From an optimization exercise on the open Yosys and OpenROAD flow, aimed at small area and a short achievable clock period; shortcuts taken in it are not production practice. At most, simulation tests tie the RTL to the original design; equivalence was not proved. Power is estimated from default activity; no workload was simulated.

the reference run:
==> flow/design.v <==
module mproc (input wire clk, reset, input wire [15:0] d_in, output wire [6:0] addr, output wire [15:0] d_out);
  reg  [6:0]   pc;
  reg  [10:0]  ir;       
  reg  [1:0]   cls;      
  reg  [127:0] rf;       
  reg  [15:0]  opa, opb; 
  reg          f, l, c;  
  wire e   = ~f & ~l;
  wire ld  = cls == 2'b10;
  wire ef  = e & ~ld;
  wire el  = e & ld;
  wire jmp = (cls == 2'b01) & ef;
  wire wr  = el | (ef & (cls == 2'b00));
  wire [7:0] sa = 8'd1 << d_in[2:0];
  wire [7:0] sb = 8'd1 << d_in[5:3];
  reg [15:0] ra, rb;
  integer k;
  always @* begin
    ra = 16'd0; rb = 16'd0;
    for (k = 0; k < 8; k = k + 1) begin
      ra = ra | (rf[16*k +: 16] & {16{sa[k]}});
      rb = rb | (rf[16*k +: 16] & {16{sb[k]}});
    end
  end
  wire [15:0] a = opa, b = opb;
  wire [1:0]  op = ir[10:9];
  wire [17:0] s2 = {1'b0, a, 1'b1} + {1'b0, b ^ {16{op[0]}}, op[0]};
  wire [16:0] s  = s2[17:1];
  wire [15:0] res = op[1] ? (op[0] ? (a | b) : (a & b)) : s[15:0];
  wire nz = |d_in[13:11];
  wire [1:0] cls_in = {d_in[15] | (~d_in[14] & nz), d_in[14] | (~d_in[15] & nz)};
  wire [15:0] wd = reset ? 16'd0 : (el ? d_in : res);
  wire [2:0]  wa = ir[8:6];
  wire        fs = f & ~reset;
  wire        ua = reset | f | (wr & (wa == ir[2:0]));
  wire        ub = reset | f | (wr & (wa == ir[5:3]));
  integer i;
  always @(posedge clk) begin
    c <= s[16];
    for (i = 0; i < 8; i = i + 1)
      if (reset | (wr & (wa == i))) rf[16*i +: 16] <= wd;
    if (ua) opa <= fs ? ra : wd;
    if (ub) opb <= fs ? rb : wd;
    if (reset) begin
      pc <= 7'd0; ir <= 11'd0; cls <= 2'b00; f <= 1'b1; l <= 1'b0; c <= 1'b0;
    end else begin
      if (el | f) pc <= pc + 7'd1;
      else if (jmp & c) pc <= pc - ir[6:0];
      if (f) begin ir <= d_in[10:0]; cls <= cls_in; end
      f <= l | ef;
      l <= el;
    end
  end
  assign addr  = pc;
  assign d_out = opa;
endmodule
clock: 8.5 ns
lec_check: 0
cap_margin: 20
core_margin: 2
core_utilization: 40
setup_slack_margin: 5.0
slew_margin: 20
run.sh (not shown) runs the stock make flow with config.mk's settings and CLKGATE_MAP_FILE= SYNTH_SCRIPT=/design/flow/synth_recipe.tcl, a recipe that flattens the netlist after the stock synthesis.
What the trial run does differently from the reference run at the input level:
==> flow/design.v <==
module mproc (input wire clk, reset, input wire [15:0] d_in, output wire [6:0] addr, output wire [15:0] d_out);
  reg  [6:0]   pc;
  reg  [10:0]  ir;       
  reg  [1:0]   cls;      
  reg  [127:0] rf;       
  reg          f, l, c;  
  wire e   = ~f & ~l;
  wire ld  = cls == 2'b10;
  wire ef  = e & ~ld;
  wire el  = e & ld;
  wire jmp = (cls == 2'b01) & ef;
  wire wr  = el | (ef & (cls == 2'b00));
  wire [7:0] sa = 8'd1 << ir[2:0];
  wire [7:0] sb = 8'd1 << ir[5:3];
  reg [15:0] a, b;
  integer k;
  always @* begin
    a = 16'd0; b = 16'd0;
    for (k = 0; k < 8; k = k + 1) begin
      a = a | (rf[16*k +: 16] & {16{sa[k]}});
      b = b | (rf[16*k +: 16] & {16{sb[k]}});
    end
  end
  wire [1:0]  op = ir[10:9];
  wire [17:0] s2 = {1'b0, a, 1'b1} + {1'b0, b ^ {16{op[0]}}, op[0]};
  wire [16:0] s  = s2[17:1];
  wire [15:0] res = op[1] ? (op[0] ? (a | b) : (a & b)) : s[15:0];
  wire nz = |d_in[13:11];
  wire [1:0] cls_in = {d_in[15] | (~d_in[14] & nz), d_in[14] | (~d_in[15] & nz)};
  wire [15:0] wd = reset ? 16'd0 : (el ? d_in : res);
  wire [2:0]  wa = ir[8:6];
  integer i;
  always @(posedge clk) begin
    c <= s[16];
    for (i = 0; i < 8; i = i + 1)
      if (reset | (wr & (wa == i))) rf[16*i +: 16] <= wd;
    if (reset) begin
      pc <= 7'd0; ir <= 11'd0; cls <= 2'b00; f <= 1'b1; l <= 1'b0; c <= 1'b0;
    end else begin
      if (el | f) pc <= pc + 7'd1;
      else if (jmp & c) pc <= pc - ir[6:0];
      if (f) begin ir <= d_in[10:0]; cls <= cls_in; end
      f <= l | ef;
      l <= el;
    end
  end
  assign addr  = pc;
  assign d_out = a;
endmodule
[summary]
- The reference run reports its timing endpoint of the critical path as opb[9] while the trial run reports d_out[5].
- Worst relative slew slack deteriorates in the trial run relative to the reference run.
- The trial run: largest fanout on the critical path lower than the reference run
- Delta (the trial run minus the reference run): delay contributed by the slowest stage of the critical path now smaller, smallest hold slack comparable, non-clock inverter total of the final layout now larger.
- Compare the trial run and the reference run | placed wire-length estimate higher: the reference run

* * *

Another version of the RTL of mproc (not shown whole).
For scale: roughly 1100 cells after synthesis, roughly 180 flip-flops, ~41 I/O pins, about 9600 sq um of cells after synthesis.
Design mproc, start of the top module:
module mproc (input wire clk, reset, input wire [15:0] d_in, output wire [6:0] addr, output wire [15:0] d_out);
==> module mproc, before the edit <==
module mproc (input wire clk, reset, input wire [15:0] d_in, output wire [6:0] addr, output wire [15:0] d_out);
  reg  [6:0]   pc;
  reg  [10:0]  ir;       
  reg  [1:0]   cls;      
  reg  [127:0] rfn;      
  wire [127:0] rf = ~rfn;
  reg  [15:0]  opa, opb; 
  reg          f, l, c;  
  wire e   = ~f & ~l;
  wire ld  = cls == 2'b10;
  wire ef  = e & ~ld;
  wire el  = e & ld;
  wire jmp = (cls == 2'b01) & ef;
  wire wr  = el | (ef & (cls == 2'b00));
  wire [2:0]  wa = ir[8:6];
  wire [15:0] res;
  wire [15:0] wd = reset ? 16'd0 : (el ? d_in : res);
  wire        ua = reset | f | (wr & (wa == ir[2:0]));
  wire        ub = reset | f | (wr & (wa == ir[5:3]));
  wire       fs = f & ~reset;
  wire [7:0] sa = (8'd1 << d_in[2:0]) & {8{fs}};
  wire [7:0] sb = (8'd1 << d_in[5:3]) & {8{fs}};
  wire [15:0] ra = (rf[15:0] & {16{sa[0]}}) |
                     (rf[31:16] & {16{sa[1]}}) |
                     (rf[47:32] & {16{sa[2]}}) |
                     (rf[63:48] & {16{sa[3]}}) |
                     (rf[79:64] & {16{sa[4]}}) |
                     (rf[95:80] & {16{sa[5]}}) |
                     (rf[111:96] & {16{sa[6]}}) |
                     (rf[127:112] & {16{sa[7]}}) |
                     (wd & {16{ua & ~fs}}) | (opa & {16{~ua}});
  wire [15:0] rb = (rf[15:0] & {16{sb[0]}}) |
                     (rf[31:16] & {16{sb[1]}}) |
                     (rf[47:32] & {16{sb[2]}}) |
                     (rf[63:48] & {16{sb[3]}}) |
                     (rf[79:64] & {16{sb[4]}}) |
                     (rf[95:80] & {16{sb[5]}}) |
                     (rf[111:96] & {16{sb[6]}}) |
                     (rf[127:112] & {16{sb[7]}}) |
                     (wd & {16{ub & ~fs}}) | (opb & {16{~ub}});
  wire [15:0] a = opa, b = opb;
  wire [1:0]  op = ir[10:9];
  wire [17:0] s2 = {1'b0, a, 1'b1} + {1'b0, b ^ {16{op[0]}}, op[0]};
  wire [16:0] s  = s2[17:1];
  assign res = op[1] ? (op[0] ? (a | b) : (a & b)) : s[15:0];
  wire nz = |d_in[13:11];
  wire [1:0] cls_in = {d_in[15] | (~d_in[14] & nz), d_in[14] | (~d_in[15] & nz)};
  wire       pc_inc = el | f;
  wire [6:0] pc_add = pc_inc ? 7'd1 : ~ir[6:0];
  wire       pc_cin = ~pc_inc;
  integer i;
  always @(posedge clk) begin
    c <= s[16];
    for (i = 0; i < 8; i = i + 1)
      if (reset | (wr & (wa == i))) rfn[16*i +: 16] <= ~wd;
    opa <= ra;
    opb <= rb;
    if (reset) begin
      pc <= 7'd0; ir <= 11'd0; cls <= 2'b00; f <= 1'b1; l <= 1'b0; c <= 1'b0;
    end else begin
      if (el | f | (jmp & c)) pc <= pc + pc_add + {6'd0, pc_cin};
      if (f) begin ir <= d_in[10:0]; cls <= cls_in; end
      f <= l | ef;
      l <= el;
    end
  end
  assign addr  = pc;
  assign d_out = opa;
endmodule
==> flow/config.mk <==
export PLATFORM = sky130hd
export DESIGN_NAME = mproc
export DESIGN_NICKNAME = mproc
export VERILOG_FILES = /design/flow/design.v
export SDC_FILE = /design/flow/constraint.sdc
export NUM_CORES = 4
export LEC_CHECK = 0
export ABC_AREA = 1
export CAP_MARGIN = 20
export CORE_MARGIN = 2
export CORE_UTILIZATION = 50
export CTS_BUF_LIST = sky130_fd_sc_hd__clkbuf_8
export SETUP_SLACK_MARGIN = 5.0
export SLEW_MARGIN = 20
==> flow/constraint.sdc <==
create_clock -name core_clock -period 8.5 [get_ports {clk}]
set_input_delay 1.7000 -clock core_clock [delete_from_list [all_inputs] [get_ports {clk}]]
set_output_delay 1.7000 -clock core_clock [all_outputs]
set_load 0.01 [all_outputs]
standard.sh (not shown) runs the stock make flow with config.mk's settings and CLKGATE_MAP_FILE= SYNTH_SCRIPT=/design/flow/synth_recipe.tcl, a recipe that flattens the netlist after the stock synthesis.
==> flow/flow/run.sh <==
#!/bin/bash
# The standard layout, with repair_timing aiming for a larger setup margin and
# plain buffers on the ports.
set -euo pipefail
bash standard.sh SETUP_SLACK_MARGIN=5.8 "BUFFER_PORTS_ARGS=-buffer_cell sky130_fd_sc_hd__buf_2" finish > run_standard.log 2>&1
==> next run, changes <==
--- a/flow/design.v
+++ b/flow/design.v
@@ -16,51 +16,53 @@
   wire [15:0] res;
   wire [15:0] wd = reset ? 16'd0 : (el ? d_in : res);
   wire        ua = reset | f | (wr & (wa == ir[2:0]));
   wire        ub = reset | f | (wr & (wa == ir[5:3]));
   wire       fs = f & ~reset;
+  wire        wra = ~reset & (wa == ir[2:0]), wrb = ~reset & (wa == ir[5:3]);
+  wire        aw  = ef & (cls == 2'b00);
+  wire        bya_alu = wra & aw & ~f, bya_ld = wra & el & ~f;
+  wire        byb_alu = wrb & aw & ~f, byb_ld = wrb & el & ~f;
   wire [7:0] sa = (8'd1 << d_in[2:0]) & {8{fs}};
   wire [7:0] sb = (8'd1 << d_in[5:3]) & {8{fs}};
   wire [15:0] ra = (rf[15:0] & {16{sa[0]}}) |
                      (rf[31:16] & {16{sa[1]}}) |
                      (rf[47:32] & {16{sa[2]}}) |
                      (rf[63:48] & {16{sa[3]}}) |
                      (rf[79:64] & {16{sa[4]}}) |
                      (rf[95:80] & {16{sa[5]}}) |
                      (rf[111:96] & {16{sa[6]}}) |
                      (rf[127:112] & {16{sa[7]}}) |
-                     (wd & {16{ua & ~fs}}) | (opa & {16{~ua}});
+                     (res & {16{bya_alu}}) | (d_in & {16{bya_ld}}) | (opa & {16{~ua}});
   wire [15:0] rb = (rf[15:0] & {16{sb[0]}}) |
                      (rf[31:16] & {16{sb[1]}}) |
                      (rf[47:32] & {16{sb[2]}}) |
                      (rf[63:48] & {16{sb[3]}}) |
                      (rf[79:64] & {16{sb[4]}}) |
                      (rf[95:80] & {16{sb[5]}}) |
                      (rf[111:96] & {16{sb[6]}}) |
                      (rf[127:112] & {16{sb[7]}}) |
-                     (wd & {16{ub & ~fs}}) | (opb & {16{~ub}});
+                     (res & {16{byb_alu}}) | (d_in & {16{byb_ld}}) | (opb & {16{~ub}});
   wire [15:0] a = opa, b = opb;
   wire [1:0]  op = ir[10:9];
   wire [17:0] s2 = {1'b0, a, 1'b1} + {1'b0, b ^ {16{op[0]}}, op[0]};
   wire [16:0] s  = s2[17:1];
   assign res = op[1] ? (op[0] ? (a | b) : (a & b)) : s[15:0];
   wire nz = |d_in[13:11];
   wire [1:0] cls_in = {d_in[15] | (~d_in[14] & nz), d_in[14] | (~d_in[15] & nz)};
-  wire       pc_inc = el | f;
-  wire [6:0] pc_add = pc_inc ? 7'd1 : ~ir[6:0];
-  wire       pc_cin = ~pc_inc;
   integer i;
   always @(posedge clk) begin
     c <= s[16];
     for (i = 0; i < 8; i = i + 1)
       if (reset | (wr & (wa == i))) rfn[16*i +: 16] <= ~wd;
     opa <= ra;
     opb <= rb;
     if (reset) begin
       pc <= 7'd0; ir <= 11'd0; cls <= 2'b00; f <= 1'b1; l <= 1'b0; c <= 1'b0;
     end else begin
-      if (el | f | (jmp & c)) pc <= pc + pc_add + {6'd0, pc_cin};
+      if (el | f) pc <= pc + 7'd1;
+      else if (jmp & c) pc <= pc - ir[6:0];
       if (f) begin ir <= d_in[10:0]; cls <= cls_in; end
       f <= l | ef;
       l <= el;
     end
   end
Result: Design area climbs by 4.8%; global-route usage climbs by 3.3 points; worst hold slack gets better by 0.010 ns; combinational power drops by 53%; via count climbs by 8.7%; total power drops by 33%; routed wire length climbs by 10%; non-clock buffer count climbs by 17.
Only the layout flow was run in the second run of this note; the RTL was not checked for function there.

## static timing again, ports no longer ideal
No port has a modelled driver above. Below, the same layouts with a new extraction and two added sets of constraints. Step 1 (the two cells are an assumption about what drives the block):
set clk [get_ports {clk}]
set_driving_cell -lib_cell sky130_fd_sc_hd__clkbuf_16 $clk
set_driving_cell -lib_cell sky130_fd_sc_hd__buf_2 [delete_from_list [all_inputs] $clk]
Step 2 times the ports against the registers' clock, not the clock port: input delays grow and output delays shrink by t, the midpoint of the rising clock arrivals with the driver on. Slacks: ideal ports / drivers / drivers and shift; pairs: ideal ports / drivers.
| run | t (ns) | setup WS [ns] | clock arrival spread, ns | worst register clock-pin slew, ns | worst slew at a driven data input, ns |
|---|---|---|---|---|---|
| the reference run | 0.475 | 5.054 / 5.078 / 4.603 | 0.014 / 0.014 | 0.08 / 0.08 | 0.03 |
| the trial run | 0.471 | 4.499 / 4.454 / 4.627 | 0.010 / 0.010 | 0.06 / 0.06 | 0.05 |
| the first run of note 2 | 0.510 | 5.786 / 5.779 / 5.287 | 0.013 / 0.012 | 0.11 / 0.11 | 0.04 |
| the second run of note 2 | 0.520 | 5.807 / 5.788 / 5.274 | 0.022 / 0.022 | 0.10 / 0.10 | 0.08 |
After both steps every run listed still meets setup and hold. The setup slack of the second run of note 2, which loses most, moves by -0.019 ns with the drivers and by -0.533 ns with both steps.
